What follows belongs to an exercise in optimizing a design on an open flow for small area; a production flow would make more cautious choices. Only simulation tests tie the RTL to the original design; equivalence was not proved. Power is estimated from default activity; no workload was simulated.

$ cat design.v
module cic3_pdm (
    input  wire        clk,         
    input  wire        ce,          
    input  wire        rst,         
    input  wire        pdm_in,      
    output wire signed [15:0] pcm_out,  
    output wire        pcm_valid
);
    parameter OUTPUT_SHIFT = 8;  
    reg signed [31:0] integrator_0;
    reg signed [31:0] integrator_1;
    reg signed [31:0] integrator_2;
    reg [5:0] decim_counter;
    reg signed [31:0] comb_0;
    reg signed [31:0] comb_1;
    /*verilator lint_off UNUSEDSIGNAL*/
    reg signed [31:0] comb_2;
    reg signed [31:0] delay_0, delay_1, delay_2;
    reg signed [15:0] pcm_out_r;
    reg pcm_valid_r;
    always @(posedge clk) begin
        if (rst) begin
            integrator_0 <= 0;
            integrator_1 <= 0;
            integrator_2 <= 0;
        end else if (ce) begin
            integrator_0 <= integrator_0 + (pdm_in ? 1 : -1);
            integrator_1 <= integrator_1 + integrator_0;
            integrator_2 <= integrator_2 + integrator_1;
        end
    end
    always @(posedge clk) begin
        if (rst)
            decim_counter <= 0;
        else if (ce)
            decim_counter <= decim_counter + 1;
    end
    always @(posedge clk) begin
        if (rst) begin
            comb_0 <= 0;
            comb_1 <= 0;
            comb_2 <= 0;
            delay_0 <= 0;
            delay_1 <= 0;
            delay_2 <= 0;
            pcm_valid_r <= 0;
            pcm_out_r <= 0;
        end else if (ce) begin
            if (decim_counter == 63) begin
                comb_0 <= integrator_2 - delay_0;
                delay_0 <= integrator_2;
                comb_1 <= comb_0 - delay_1;
                delay_1 <= comb_0;
                comb_2 <= comb_1 - delay_2;
                delay_2 <= comb_1;
                pcm_out_r <= comb_2[OUTPUT_SHIFT + 15 : OUTPUT_SHIFT];
                pcm_valid_r <= 1;
            end else begin
                pcm_valid_r <= 0;  
            end
        end
    end
    assign pcm_out = pcm_out_r;
    assign pcm_valid = pcm_valid_r;
endmodule
`default_nettype none
module pdm_mic (
    input wire clk,
    input wire rst,
    input wire enable,
    input wire [15:0] period,   
    input wire pdm_data_in,
    output wire pdm_clk_out,
    output reg [15:0] pcm_sample,
    output reg pcm_valid
);
    reg [15:0] pdm_counter;
    reg pdm_clk;
    wire pdm_tick = !rst && enable && (pdm_counter >= (period >> 1)) && !pdm_clk;
    always @(posedge clk) begin
        if (rst || !enable) begin
            pdm_counter <= 0;
            pdm_clk <= 0;
        end else begin
            if (pdm_counter >= (period >> 1)) begin   
                pdm_counter <= 0;
                pdm_clk <= ~pdm_clk;
            end else begin
                pdm_counter <= pdm_counter + 1;
            end
        end
    end
    assign pdm_clk_out = enable & pdm_clk;
    wire [15:0] pcm_from_filter;
    wire pcm_valid_from_filter;
    cic3_pdm cic(
        .clk(clk),
        .ce(pdm_tick),
        .rst(rst),
        .pdm_in(pdm_data_in),
        .pcm_out(pcm_from_filter),
        .pcm_valid(pcm_valid_from_filter)
    );
    reg pcm_valid_sync1, pcm_valid_sync2, pcm_valid_sync3;
    always @(posedge clk) begin
        if (rst) begin
            pcm_valid_sync1 <= 0;
            pcm_valid_sync2 <= 0;
            pcm_valid_sync3 <= 0;
            pcm_valid <= 0;
            pcm_sample <= 0;
        end else begin
            pcm_valid_sync1 <= pcm_valid_from_filter;
            pcm_valid_sync2 <= pcm_valid_sync1;
            pcm_valid_sync3 <= pcm_valid_sync2;
            pcm_valid <= pcm_valid_sync2 & ~pcm_valid_sync3;
            if (pcm_valid_sync2 & ~pcm_valid_sync3) begin
                pcm_sample <= pcm_from_filter;
            end
        end
    end
endmodule
`default_nettype wire
$ cat run.sh
#!/bin/bash
# synth_recipe.tcl (not shown) runs the flow's synth.tcl, then flattens the netlist and writes it again
# the make line also repeats each setting of config.mk as NAME=value (left out here)
make -C /OpenROAD-flow-scripts/flow DESIGN_CONFIG=/design/flow/config.mk WORK_HOME=/design/flow/orfs CLKGATE_MAP_FILE= SYNTH_SCRIPT=/design/flow/synth_recipe.tcl finish
$ cat config.mk
export PLATFORM = sky130hd
export DESIGN_NAME = pdm_mic
export DESIGN_NICKNAME = pdm_mic
export VERILOG_FILES = /design/flow/design.v
export SDC_FILE = /design/flow/constraint.sdc
export NUM_CORES = 4
export LEC_CHECK = 0
export CAP_MARGIN = 20
export CORE_MARGIN = 2
export CORE_UTILIZATION = 40
export SLEW_MARGIN = 20
$ cat constraint.sdc
create_clock -name core_clock -period 10.0 [get_ports {clk}]
set_input_delay 2.0000 -clock core_clock [delete_from_list [all_inputs] [get_ports {clk}]]
set_output_delay 2.0000 -clock core_clock [all_outputs]
set_load 0.01 [all_outputs]
==> run notes, run 1 <==
## STA
• **post-layout min period** 5.774 ns
• **worst hold margin** 0.4475 ns
• **worst clock skew** 0.02222 ns
• **unrepaired setup endpoints after global routing** false
• **max-slew violations** 0
• **total count of hold-check failures in the final report** 0
• **Max Fclk** 0.1732 GHz
• **Final Setup Violations** 0
• **Final TNS setup** 0 ns
• **tightest slew margin relative to the limit** 0.2853
• **transition at the pin with the smallest max-transition slack** 1.072 ns
• **final worst path period share** 0.5774

## Clock tree
• **clock slew at reported path FFs** 0.06 ns
• **library cell used as clock root buffer** sky130_fd_sc_hd__clkbuf_16
• **H-Tree Depth** 1
• **CTS Buf Count** 30
• **clock tree from TritonCTS** yes
• **CTS sink count** 268
• **insertion delay to the later sink of the worst-skew pair** 0.56 ns
• **CTS hold repair buffers** 0
• **postcts setup bufs** 0
• **buffer depth of the longest clock path** 3
• **count of instances resized after the clock tree is built** 0

## Job
• **number of max-cap violations** 0

## GRT
• **All-Layer GR Usage** 0.1608
• **global-route met1 utilization** 0.2026
• **initial antenna violation count** 0
• **global routing usage on met3** 0.02138
• **maximum number of pins on one net before global-route repair** 100
• **wire length of the first global-routing pass** 59060 um
• **total gr overflow** 0
• **Global Route met2 Usage** 0.2852
• **peak-usage layer in the global routing report** met2
• **via count of the first global-routing pass** 13.02k

## Route
• **routed wire length per instance** 12.69 um
• **DRT iter0 DRCs** 473
• **Pre-antenna DRT Iters** 4
• **residual DRC count** 0
• **drt total wl** 33490 um
• **remaining antenna violation count after routing** 0
• **via/cell ratio** 5.172
• **number of vias in the routed layout** 13.65k

## Floorplan
• **row count** 73
• **core area** 39910 sq um
• **width of the die** 205.7 um
• **DIE AREA** 42300 sq um
• **initial core utilization** 0.4075
• **die height** 205.7 um
• **number of placed I/O pins** 38

## Critical path
• **FF-to-FF path depth** 13
• **setup slack, reg-to-reg** 5.72 ns
• **capturing element type of the critical path** flop
• **sort of element at the start of the critical path** input pin
• **Data arrival, critical path** 6.27 ns
• **worst reg2reg endpoint** cic.comb_0[13]$_SDFFE_PP0P_
• **Worst path slowest cell** sky130_fd_sc_hd__buf_4
• **crit path cell chain** clkdlybuf4s50_1 -> inv_1 -> ha_1 -> a211o_2 -> o221ai_2 -> nor2_1 -> a2111oi_2 -> or3_2 -> buf_4 -> nor4_4 -> buf_4 -> buf_4 -> o21ai_0 -> a21oi_1
• **most repeated library cell on the critical path** sky130_fd_sc_hd__buf_4
• **Worst EP required** 10.50 ns
• **Crit Path Class** input pin to flop
• **largest stage delay on the critical path** 0.70 ns
• **start of the worst register-to-register path** pdm_counter[0]$_SDFF_PP0_
• **Crit. Startpoint** period[9]
• **Max Fanout on Critical Path** 86

## Min path
• **cell depth of the worst hold path** 2
• **endpoint with the worst hold slack** pcm_sample[14]$_SDFFE_PP0P_
• **Hold Startpoint** cic.pcm_out_r[14]$_SDFFE_PP0P_
• **type of the tightest min-delay check** flop to flop

## Logic synthesis
• **net count of the mapped netlist** 2287
• **cell area after technology mapping** 16270 sq um
• **count of different cell masters after synthesis** 67
• **number of flops mapped to enable cells by yosys** 0
• **share of the yosys chip area belonging to registers** 0.3298
• **fraction of registers with async set or reset after synthesis** 0
• **dominant synthesized flop cell** sky130_fd_sc_hd__dfxtp_1
• **average cell area after synthesis** 7.713 sq um
• **number of synthesized register bits** 268
• **post-synthesis cell count** 2109
• **Yosys Warn Count** 2

## Pwr
• **Max rail drop VDD** 0.0001189 V
• **power density of the placed cells** 124.8 nW/um^2
• **fraction of power spent switching nets** 0.2091
• **combinational group share of total power** 0.024
• **leakage power** 0.007122 uW
• **part of the power in the clock network** 0.500
• **net switching power** 470.2 uW
• **share of total power in sequential cells** 0.475
• **Int Power** 1779 uW

## Place
• **count of input and output buffers** 36
• **number of placed instances with taps included** 2585
• **placed wire-length estimate after detailed placement** 23120 um
• **routability congestion estimate** 0.8566

## Final layout
• **synthesis-to-finish area growth** 10.81%
• **number of diodes added for antenna fixing** 0
• **Total Nets Final** 2270
• **share of the core filled with cells** 0.4516
• **non-filler instance count after layout** 2639
• **layout cells sized above 1** 0.03879
• **number of inserted filler cells in the final layout** 3968

## Outcome
• **result of the run** no timing/DRC/antenna violations

[state kept, by name, summed over array words and instances (netlist names), 6 cells and up]
| signal | count |
|---|---|
| cic.comb_0 | 24 |
| cic.comb_1 | 24 |
| cic.comb_2 | 16 |
| cic.decim_counter | 6 |
| cic.delay_0 | 24 |
| cic.delay_1 | 24 |
| cic.delay_2 | 24 |
| cic.integrator_0 | 24 |
| cic.integrator_1 | 24 |
| cic.integrator_2 | 24 |
| cic.pcm_out_r | 16 |
| pcm_sample | 16 |
| pdm_counter | 16 |
[cell usage after synthesis, types with 7 or more instances]
cell                       instances  area (sq um)
sky130_fd_sc_hd__and2_1            8         50.05
sky130_fd_sc_hd__nand3b_1          9         67.56
sky130_fd_sc_hd__ha_1            153          1914
sky130_fd_sc_hd__o21bai_1         13         97.59
sky130_fd_sc_hd__xor2_1           44         385.4
sky130_fd_sc_hd__or3_1             9         56.30
sky130_fd_sc_hd__or2_2             7         43.79
sky130_fd_sc_hd__a21o_1           65         488.0
sky130_fd_sc_hd__or4_1             7         52.55
sky130_fd_sc_hd__o21a_1           24         180.2
sky130_fd_sc_hd__a31oi_1          18         112.6
sky130_fd_sc_hd__nand2_1         406          1524
sky130_fd_sc_hd__nor2_1          115         431.7
sky130_fd_sc_hd__nor2b_1          29         181.4
sky130_fd_sc_hd__o211ai_1          7         52.55
sky130_fd_sc_hd__inv_1           106         397.9
sky130_fd_sc_hd__a211oi_1         36         270.3
sky130_fd_sc_hd__nand2b_1         19         118.9
sky130_fd_sc_hd__and3_1           26         162.7
sky130_fd_sc_hd__nand3_1          54         270.3
sky130_fd_sc_hd__a21oi_1         294          1471
sky130_fd_sc_hd__buf_2            22         110.1
sky130_fd_sc_hd__dfxtp_1         268          5365
sky130_fd_sc_hd__clkbuf_1         68         255.2
sky130_fd_sc_hd__o21ai_0          80         400.4
sky130_fd_sc_hd__nand4_1          19         118.9
sky130_fd_sc_hd__xnor2_1          67         586.8
sky130_fd_sc_hd__nor3_1           31         155.2
[power by group through the flow]
stage / clock [uW] / combinational [uW] / sequential, uW
4_1_cts: 1160 / 55.3 / 1070
5_1_grt: 1200 / 61.5 / 1070
3_5_place_dp: 0 / 55.1 / 1090
3_3_place_gp: 0 / 53.8 / 1090
6_report: 1130 / 54.9 / 1070
2_1_floorplan: 0 / 37.7 / 1090
[worst max-delay path by stage]
stage                                             end  depth (start not counted)  slack, ns
detailed placement        cic.comb_0[13]$_SDFFE_PP0P_                         14       3.56
finish                    cic.comb_0[13]$_SDFFE_PP0P_                         14       4.23
CTS                       cic.comb_0[13]$_SDFFE_PP0P_                         14       4.15
global placement          cic.comb_0[13]$_SDFFE_PP0P_                         14       3.61
floorplan           cic.integrator_0[22]$_SDFFE_PP0P_                         11       5.22
global route              cic.comb_0[13]$_SDFFE_PP0P_                         14       3.85
[layout make-up]
type	count	area, sq um	area share
Sequential cell	268	5365	0.2976
Tap cell	525	656.9	0.03644
Timing Repair Buffer	47	444.2	0.02464
Clock buffer	44	894.6	0.04963
Clock inverter	10	130.1	0.007219
Inverter	107	401.6	0.02228
Multi-Input combinational cell	1638	10130	0.5622
[cell usage in the layout (no fill, tap or decap), types with 9 or more instances in the layout]
cell type,Yosys,routed
sky130_fd_sc_hd__nand2_1,406,406
sky130_fd_sc_hd__a21oi_1,294,294
sky130_fd_sc_hd__dfxtp_1,268,268
sky130_fd_sc_hd__ha_1,153,153
sky130_fd_sc_hd__nor2_1,115,115
sky130_fd_sc_hd__inv_1,106,106
sky130_fd_sc_hd__o21ai_0,80,80
sky130_fd_sc_hd__xnor2_1,67,67
sky130_fd_sc_hd__a21o_1,65,65
sky130_fd_sc_hd__nand3_1,54,54
sky130_fd_sc_hd__xor2_1,44,44
sky130_fd_sc_hd__a211oi_1,36,36
sky130_fd_sc_hd__clkdlybuf4s50_1,0,35
sky130_fd_sc_hd__clkbuf_16,0,31
sky130_fd_sc_hd__nor3_1,31,30
sky130_fd_sc_hd__nor2b_1,29,28
sky130_fd_sc_hd__and3_1,26,26
sky130_fd_sc_hd__o21a_1,24,24
sky130_fd_sc_hd__nand4_1,19,19
sky130_fd_sc_hd__nand2b_1,19,19
sky130_fd_sc_hd__a31oi_1,18,18
sky130_fd_sc_hd__o21bai_1,13,13
sky130_fd_sc_hd__buf_4,0,11
sky130_fd_sc_hd__nand3b_1,9,9
[metal layers]
metal  vias to the layer above  part of all wire
met3                        61             0.023
met5                         -                 0
met4                         0             0.024
met2                       136              0.46
met1                      6122              0.49
li1                       7330                 -
[metrics by stage]
step	area, sq um	total power, uW	setup WS, ns
5_1_grt	18030	2333	3.845
4_1_cts	18020	2283	4.155
6_report	18030	2249	4.226
3_3_place_gp	16990	1146	3.606
2_1_floorplan	16270	1130	5.219
3_5_place_dp	17000	1147	3.556
[cell families (layout without fill, tap and decap cells)]
family / after synthesis / count (layout) / share of synthesized area
flops: 268 / 268 / 0.3298
compound gates: 601 / 601 / 0.2238
xor+xnor: 111 / 111 / 0.05976
buf+inv: 203 / 208 / 0.04853
simple gates: 761 / 761 / 0.2098
mux: 7 / 7 / 0.004384
fa+ha+maj: 158 / 158 / 0.1238
[critical path: cells and delay by family]
kind	cells	cell delay (ns)
fa+ha+maj	1	0.29
compound gates	5	0.74
buf+inv	5	2.21
simple gates	3	0.94
==> run 2: changes to the inputs <==
==> design.v (replaced) <==
module cic3_pdm (
    input  wire        clk,
    input  wire        ce,          
    input  wire        rst,         
    input  wire        pdm_in,      
    output wire [15:0] pcm_out,     
    output wire        pcm_valid    
);
    reg [5:0]  decim_counter;
    reg [19:0] integrator_0, integrator_1, integrator_2;
    reg [19:0] comb_0, comb_1;
    reg [11:0] res_0, res_1, res_2, res_3, sample;
    reg [1:0]  dly;
    reg        valid;
    wire dec = ce & (&decim_counter);
    wire [19:0] diff_1 = integrator_2 - comb_0;
    wire [19:0] diff_2 = diff_1 - comb_1;
    always @(posedge clk) begin
        if (rst) begin
            decim_counter <= 0;
            integrator_0 <= 0;
            integrator_1 <= 0;
            integrator_2 <= 0;
            comb_0 <= 0;
            comb_1 <= 0;
            res_0 <= 0;
            res_1 <= 0;
            res_2 <= 0;
            res_3 <= 0;
            sample <= 0;
            dly <= 0;
            valid <= 0;
        end else begin
            if (ce) begin
                decim_counter <= decim_counter + 1'b1;
                integrator_0 <= integrator_0 + {{19{~pdm_in}}, 1'b1};
                integrator_1 <= integrator_1 + integrator_0;
                integrator_2 <= (dec ? 20'd0 : integrator_2) + integrator_1;
            end
            if (dec) begin
                comb_0 <= integrator_2;
                comb_1 <= diff_1;
                res_0 <= diff_2[19:8];
                res_1 <= res_0;
                res_2 <= res_1;
                res_3 <= res_2;
            end
            if (dly == 2'd3)
                sample <= res_3;
            valid <= (dly == 2'd3);
            if (dec)
                dly <= 2'd1;
            else if (dly != 2'd0)
                dly <= dly + 1'b1;
        end
    end
    assign pcm_out = {{4{sample[11]}}, sample};
    assign pcm_valid = valid;
endmodule
`default_nettype none
module pdm_mic (
    input wire clk,
    input wire rst,
    input wire enable,
    input wire [15:0] period,
    input wire pdm_data_in,
    output wire pdm_clk_out,
    output wire [15:0] pcm_sample,
    output wire pcm_valid
);
    reg [14:0] pdm_counter;
    reg pdm_clk;
    wire wrap = (pdm_counter >= period[15:1]);
    wire pdm_tick = !rst && enable && wrap && !pdm_clk;
    always @(posedge clk) begin
        if (rst || !enable) begin
            pdm_counter <= 0;
            pdm_clk <= 0;
        end else if (wrap) begin
            pdm_counter <= 0;
            pdm_clk <= ~pdm_clk;
        end else begin
            pdm_counter <= pdm_counter + 1'b1;
        end
    end
    assign pdm_clk_out = enable & pdm_clk;
    cic3_pdm cic (
        .clk(clk),
        .ce(pdm_tick),
        .rst(rst),
        .pdm_in(pdm_data_in),
        .pcm_out(pcm_sample),
        .pcm_valid(pcm_valid)
    );
endmodule
`default_nettype wire
==> run 2 against run 1 <==
Critical endpoint is now cic.integrator_2[19]$_SDFFE_PP0P_. Synthesized cell count is 33% lower. Routed wire length shrank 36%. Global-route usage shrank 0.56 points. Die area down 31%. Clock skew decreased by 0.0019 ns. Final area fell by 31%.
==> run notes, run 2 <==
## Critical path
• **start of the worst register-to-register path** pdm_counter[0]$_SDFF_PP0_, unchanged
• **worst path buffer plus inverter count** 3, was 5
• **sort of element at the start of the critical path** input pin, unchanged
• **capturing element type of the critical path** flop, unchanged
• **Worst EP required** 10.34 ns, was 10.50 ns
• **Data arrival, critical path** 7.41 ns, was 6.27 ns
• **largest stage delay on the critical path** 0.53 ns, was 0.70 ns
• **Worst path slowest cell** sky130_fd_sc_hd__buf_4, unchanged
• **Crit. Startpoint** period[14], was period[9]
• **crit path cell chain** clkdlybuf4s50_1 -> inv_1 -> ha_1 -> nand3_1 -> nor4_1 -> a21o_1 -> o31a_2 -> buf_4 -> nand2b_4 -> and2_1 -> ha_1 -> and3_1 -> a221oi_1 -> a211oi_2 -> a41oi_1 -> a21oi_1 -> nor4_1 -> a311oi_1 -> or3_1 -> o311ai_1, was clkdlybuf4s50_1 -> inv_1 -> ha_1 -> a211o_2 -> o221ai_2 -> nor2_1 -> a2111oi_2 -> or3_2 -> buf_4 -> nor4_4 -> buf_4 -> buf_4 -> o21ai_0 -> a21oi_1
• **FF-to-FF path depth** 20, was 13
• **worst reg2reg endpoint** cic.integrator_2[19]$_SDFFE_PP0P_, was cic.comb_0[13]$_SDFFE_PP0P_
• **delay-heaviest family, CP** simple AND/OR/NAND/NOR gates, was buffers and inverters
• **Critical Path Stages** 20, was 14
• **setup slack, reg-to-reg** 4.59 ns, was 5.72 ns
• **Crit Path Class** input pin to flop, unchanged
• **Critical Path End** cic.integrator_2[19]$_SDFFE_PP0P_, was cic.comb_0[13]$_SDFFE_PP0P_
• **Max Fanout on Critical Path** 61, was 86

## Floorplan
• **DIE AREA** 29030 sq um, was 42300 sq um
• **row count** 60, was 73
• **core area** 27100 sq um, was 39910 sq um
• **die height** 170.4 um, was 205.7 um
• **number of placed I/O pins** 38, unchanged
• **width of the die** 170.4 um, was 205.7 um
• **initial core utilization** 0.4086, was 0.4075

## Clock tree
• **H-Tree Depth** 4, was 1
• **buffer depth of the longest clock path** 2, was 3
• **count of instances resized after the clock tree is built** 0, unchanged
• **postcts setup bufs** 0, unchanged
• **clock slew at reported path FFs** 0.09 ns, was 0.06 ns
• **CTS sink count** 185, was 268
• **CTS Buf Count** 17, was 30
• **clock tree from TritonCTS** yes, unchanged
• **insertion delay to the later sink of the worst-skew pair** 0.44 ns, was 0.56 ns
• **CTS hold repair buffers** 0, unchanged
• **library cell used as clock root buffer** sky130_fd_sc_hd__clkbuf_16, unchanged

## Outcome
• **result of the run** no timing/DRC/antenna violations, unchanged

## Place
• **pre-CTS WS** 2.461 ns, was 3.556 ns
• **placed wire-length estimate after detailed placement** 14560 um, was 23120 um
• **count of input and output buffers** 36, unchanged
• **routability congestion estimate** 0.8257, was 0.8566

## Final layout
• **total area of multi-input combinational cells** 6820 sq um, was 10130 sq um
• **most common library cell in the layout ignoring fill and taps** sky130_fd_sc_hd__nand2_1, unchanged
• **layout cells sized above 1** 0.03659, was 0.03879
• **area used by sequential logic in the layout** 3704 sq um, was 5365 sq um
• **number of inserted filler cells in the final layout** 2696, was 3968
• **number of diodes added for antenna fixing** 0, unchanged
• **commonest cells after routing, fill and taps aside** sky130_fd_sc_hd__nand2_1 (281), sky130_fd_sc_hd__a21oi_1 (186), sky130_fd_sc_hd__dfxtp_1 (185), was sky130_fd_sc_hd__nand2_1 (406), sky130_fd_sc_hd__a21oi_1 (294), sky130_fd_sc_hd__dfxtp_1 (268)
• **Total Nets Final** 1544, was 2270
• **synthesis-to-finish area growth** 11.51%, was 10.81%

## STA
• **Final TNS setup** 0 ns, unchanged
• **unrepaired setup endpoints after global routing** false, unchanged
• **post-layout min period** 7.070 ns, was 5.774 ns
• **Max Fclk** 0.1414 GHz, was 0.1732 GHz
• **worst hold margin** 0.4499 ns, was 0.4475 ns
• **PnR worst setup slack** 2.930 ns, was 4.226 ns
• **worst clock skew** 0.02036 ns, was 0.02222 ns
• **transition at the pin with the smallest max-transition slack** 0.8925 ns, was 1.072 ns
• **total count of hold-check failures in the final report** 0, unchanged
• **max-slew violations** 0, unchanged
• **final worst path period share** 0.7070, was 0.5774
• **tightest slew margin relative to the limit** 0.4050, was 0.2853
• **Final Setup Violations** 0, unchanged

## Logic synthesis
• **number of flops mapped to enable cells by yosys** 0, unchanged
• **mux share of post-synthesis cell area** 0.01458, was 0.004384
• **leading post-synthesis cells by cell area** sky130_fd_sc_hd__dfxtp_1 (33%), sky130_fd_sc_hd__ha_1 (13%), sky130_fd_sc_hd__nand2_1 (9.5%), was sky130_fd_sc_hd__dfxtp_1 (33%), sky130_fd_sc_hd__ha_1 (12%), sky130_fd_sc_hd__nand2_1 (9.4%)
• **share of the yosys chip area belonging to registers** 0.3345, was 0.3298
• **fraction of registers with async set or reset after synthesis** 0, unchanged
• **top cell type's share of synthesized area** 0.3345, was 0.3298
• **combinational family with the most area after synthesis** simple AND/OR/NAND/NOR gates, was compound AO/OA/AOI/OAI gates
• **cell with the most instances after synthesis** sky130_fd_sc_hd__nand2_1, unchanged
• **net count of the mapped netlist** 1544, was 2287
• **Yosys Warn Count** 2, unchanged
• **dominant synthesized flop cell** sky130_fd_sc_hd__dfxtp_1, unchanged
• **parity-gate share of the synthesized area counting xor and xnor cells** 0.07277, was 0.05976
• **number of synthesized register bits** 185, was 268
• **area share of fa/ha/maj cells after synthesis** 0.1338, was 0.1238
• **average cell area after synthesis** 7.864 sq um, was 7.713 sq um
• **compound-gate portion of the synthesized area** 0.1958, was 0.2238
• **post-synthesis share of cell area spent on and, or, nand and nor gates** 0.1967, was 0.2098
• **cell taking the most area after synthesis** sky130_fd_sc_hd__dfxtp_1, unchanged
• **count of different cell masters after synthesis** 62, was 67
• **top cells by count, synth** sky130_fd_sc_hd__nand2_1 (281), sky130_fd_sc_hd__a21oi_1 (186), sky130_fd_sc_hd__dfxtp_1 (185), was sky130_fd_sc_hd__nand2_1 (406), sky130_fd_sc_hd__a21oi_1 (294), sky130_fd_sc_hd__dfxtp_1 (268)
• **post-synthesis cell count** 1408, was 2109
• **cell area after technology mapping** 11070 sq um, was 16270 sq um

## Route
• **drt total wl** 21360 um, was 33490 um
• **residual DRC count** 0, unchanged
• **number of vias in the routed layout** 8924, was 13.65k
• **DRT iter0 DRCs** 522, was 473
• **via/cell ratio** 4.977, was 5.172
• **Pre-antenna DRT Iters** 5, was 4
• **routed wire length per instance** 11.91 um, was 12.69 um
• **remaining antenna violation count after routing** 0, unchanged

## Job
• **number of max-cap violations** 0, unchanged

## GRT
• **total gr overflow** 0, unchanged
• **wire length of the first global-routing pass** 38320 um, was 59060 um
• **via count of the first global-routing pass** 8515, was 13.02k
• **maximum number of pins on one net before global-route repair** 88, was 100
• **All-Layer GR Usage** 0.1552, was 0.1608
• **initial antenna violation count** 0, unchanged

## Pwr
• **leakage power** 0.004906 uW, was 0.007122 uW
• **power density of the placed cells** 122.2 nW/um^2, was 124.8 nW/um^2
• **Max rail drop VDD** 0.0001075 V, was 0.0001189 V

## Min path
• **type of the tightest min-delay check** flop to flop, unchanged

-- run 2: cell types whose count changed after synthesis, sizes merged, moves of 18 or more --
| cell | change |
|---|---|
| nand2 | -125 |
| a21oi | -108 |
| dfxtp | -83 |
| ha | -41 |
| o21ai | -37 |
| a21o | -33 |
| nand3 | -32 |
| nor2 | -26 |
| inv | -25 |
| nor3 | -20 |
| a211oi | -18 |
| nor2b | -18 |
-- run 2: layout make-up --
type                            count  area share
Timing Repair Buffer               43     0.03324
Sequential cell                   185      0.2999
Inverter                           81     0.02462
Clock buffer                       17     0.03445
Clock inverter                     15     0.01773
Tap cell                          372     0.03769
Multi-Input combinational cell   1080      0.5523
-- run 2: logic make-up (layout without fill, tap and decap cells) --
family	Yosys count	after routing
AND/OR/NAND/NOR	499	499
AO/OA/AOI/OAI	357	357
flip-flops	185	185
buffers and inverters	143	156
adder cells (fa/ha/maj)	116	116
XOR/XNOR	92	92
multiplexers	16	16
-- run 2: power breakdown --
group | switching (uW) | total (uW) | leakage, uW | internal (uW)
combinational | 29.6 | 50.8 | 0.00311 | 21.2
sequential | 3.16 | 742 | 0.00149 | 739
clock | 363 | 717 | 0.000309 | 354
total | 396 | 1510 | 0.00491 | 1110
-- run 2: through the flow --
| stage | std cells | total power [uW] | cell area (sq um) | utilization |
|---|---|---|---|---|
| 6_report | 1793 | 1509 | 12350 | 0.4556 |
| 4_1_cts | 1793 | 1537 | 12350 | 0.4556 |
| 3_3_place_gp | 1761 | 809.6 | 11700 | 0.4319 |
| 3_5_place_dp | 1761 | 810.6 | 11700 | 0.4319 |
| 5_1_grt | 1793 | 1570 | 12350 | 0.4556 |
| 2_1_floorplan | 1408 | 795.6 | 11070 | - |
-- run 2: per-layer routing --
metal,part of all wire,track usage,vias up
met3,0.018,0.02605,9
met2,0.47,0.2782,64
met5,0,0,-
met4,0.0054,0.03196,0
met1,0.50,0.1955,4023
li1,-,-,4828
-- run 2: worst min-delay path by stage --
stage,start,end,cells past startpoint
finish,cic.res_0[11]$_SDFFE_PP0P_,cic.res_1[11]$_SDFFE_PP0P_,2
detailed placement,cic.res_2[10]$_SDFFE_PP0P_,cic.res_3[10]$_SDFFE_PP0P_,2
floorplan,cic.res_0[11]$_SDFFE_PP0P_,cic.res_1[11]$_SDFFE_PP0P_,2
CTS,cic.res_2[1]$_SDFFE_PP0P_,cic.res_3[1]$_SDFFE_PP0P_,2
global placement,cic.res_0[1]$_SDFFE_PP0P_,cic.res_1[1]$_SDFFE_PP0P_,2
global route,cic.res_0[0]$_SDFFE_PP0P_,cic.res_1[0]$_SDFFE_PP0P_,2
-- run 2: worst reg2reg max path, delay by kind of cell, from the launching register on --
family	cells	cell delay (ns)
AOI/OAI and AO/OA	10	1.93
and+or+nand+nor	6	1.64
adders and majority gates	2	0.61
buffers and inverters	2	0.61
DFF	1	0.51

[what the ideal ports hide]
In the flow no input, the clock included, has a driving cell. The finished layouts below were timed again as built, in two steps. Step 1 (the two cells are an assumption about what drives the block):
set clk [get_ports {clk}]
set_driving_cell -lib_cell sky130_fd_sc_hd__clkbuf_16 $clk
set_driving_cell -lib_cell sky130_fd_sc_hd__buf_2 [delete_from_list [all_inputs] $clk]
Step 2, shift: input delay + t, output delay - t, t = (earliest + latest rising clock arrival at the registers) / 2. This alone moves slack from input paths to output paths. Three values: no drivers, after step 1, after step 2; two values: the first two.
run	shift t [ns]	setup WS [ns]	worst setup path at the end	worst slew at a driven data input, ns
run 1	0.603	4.226 / 4.246 / 3.643	input to register	0.04
run 2	0.483	2.930 / 2.955 / 2.472	input to register	0.03
After both steps every run listed still meets setup and hold. For run 1, which loses most, drivers alone change the setup slack by +0.020 ns; drivers and shift together by -0.583 ns.
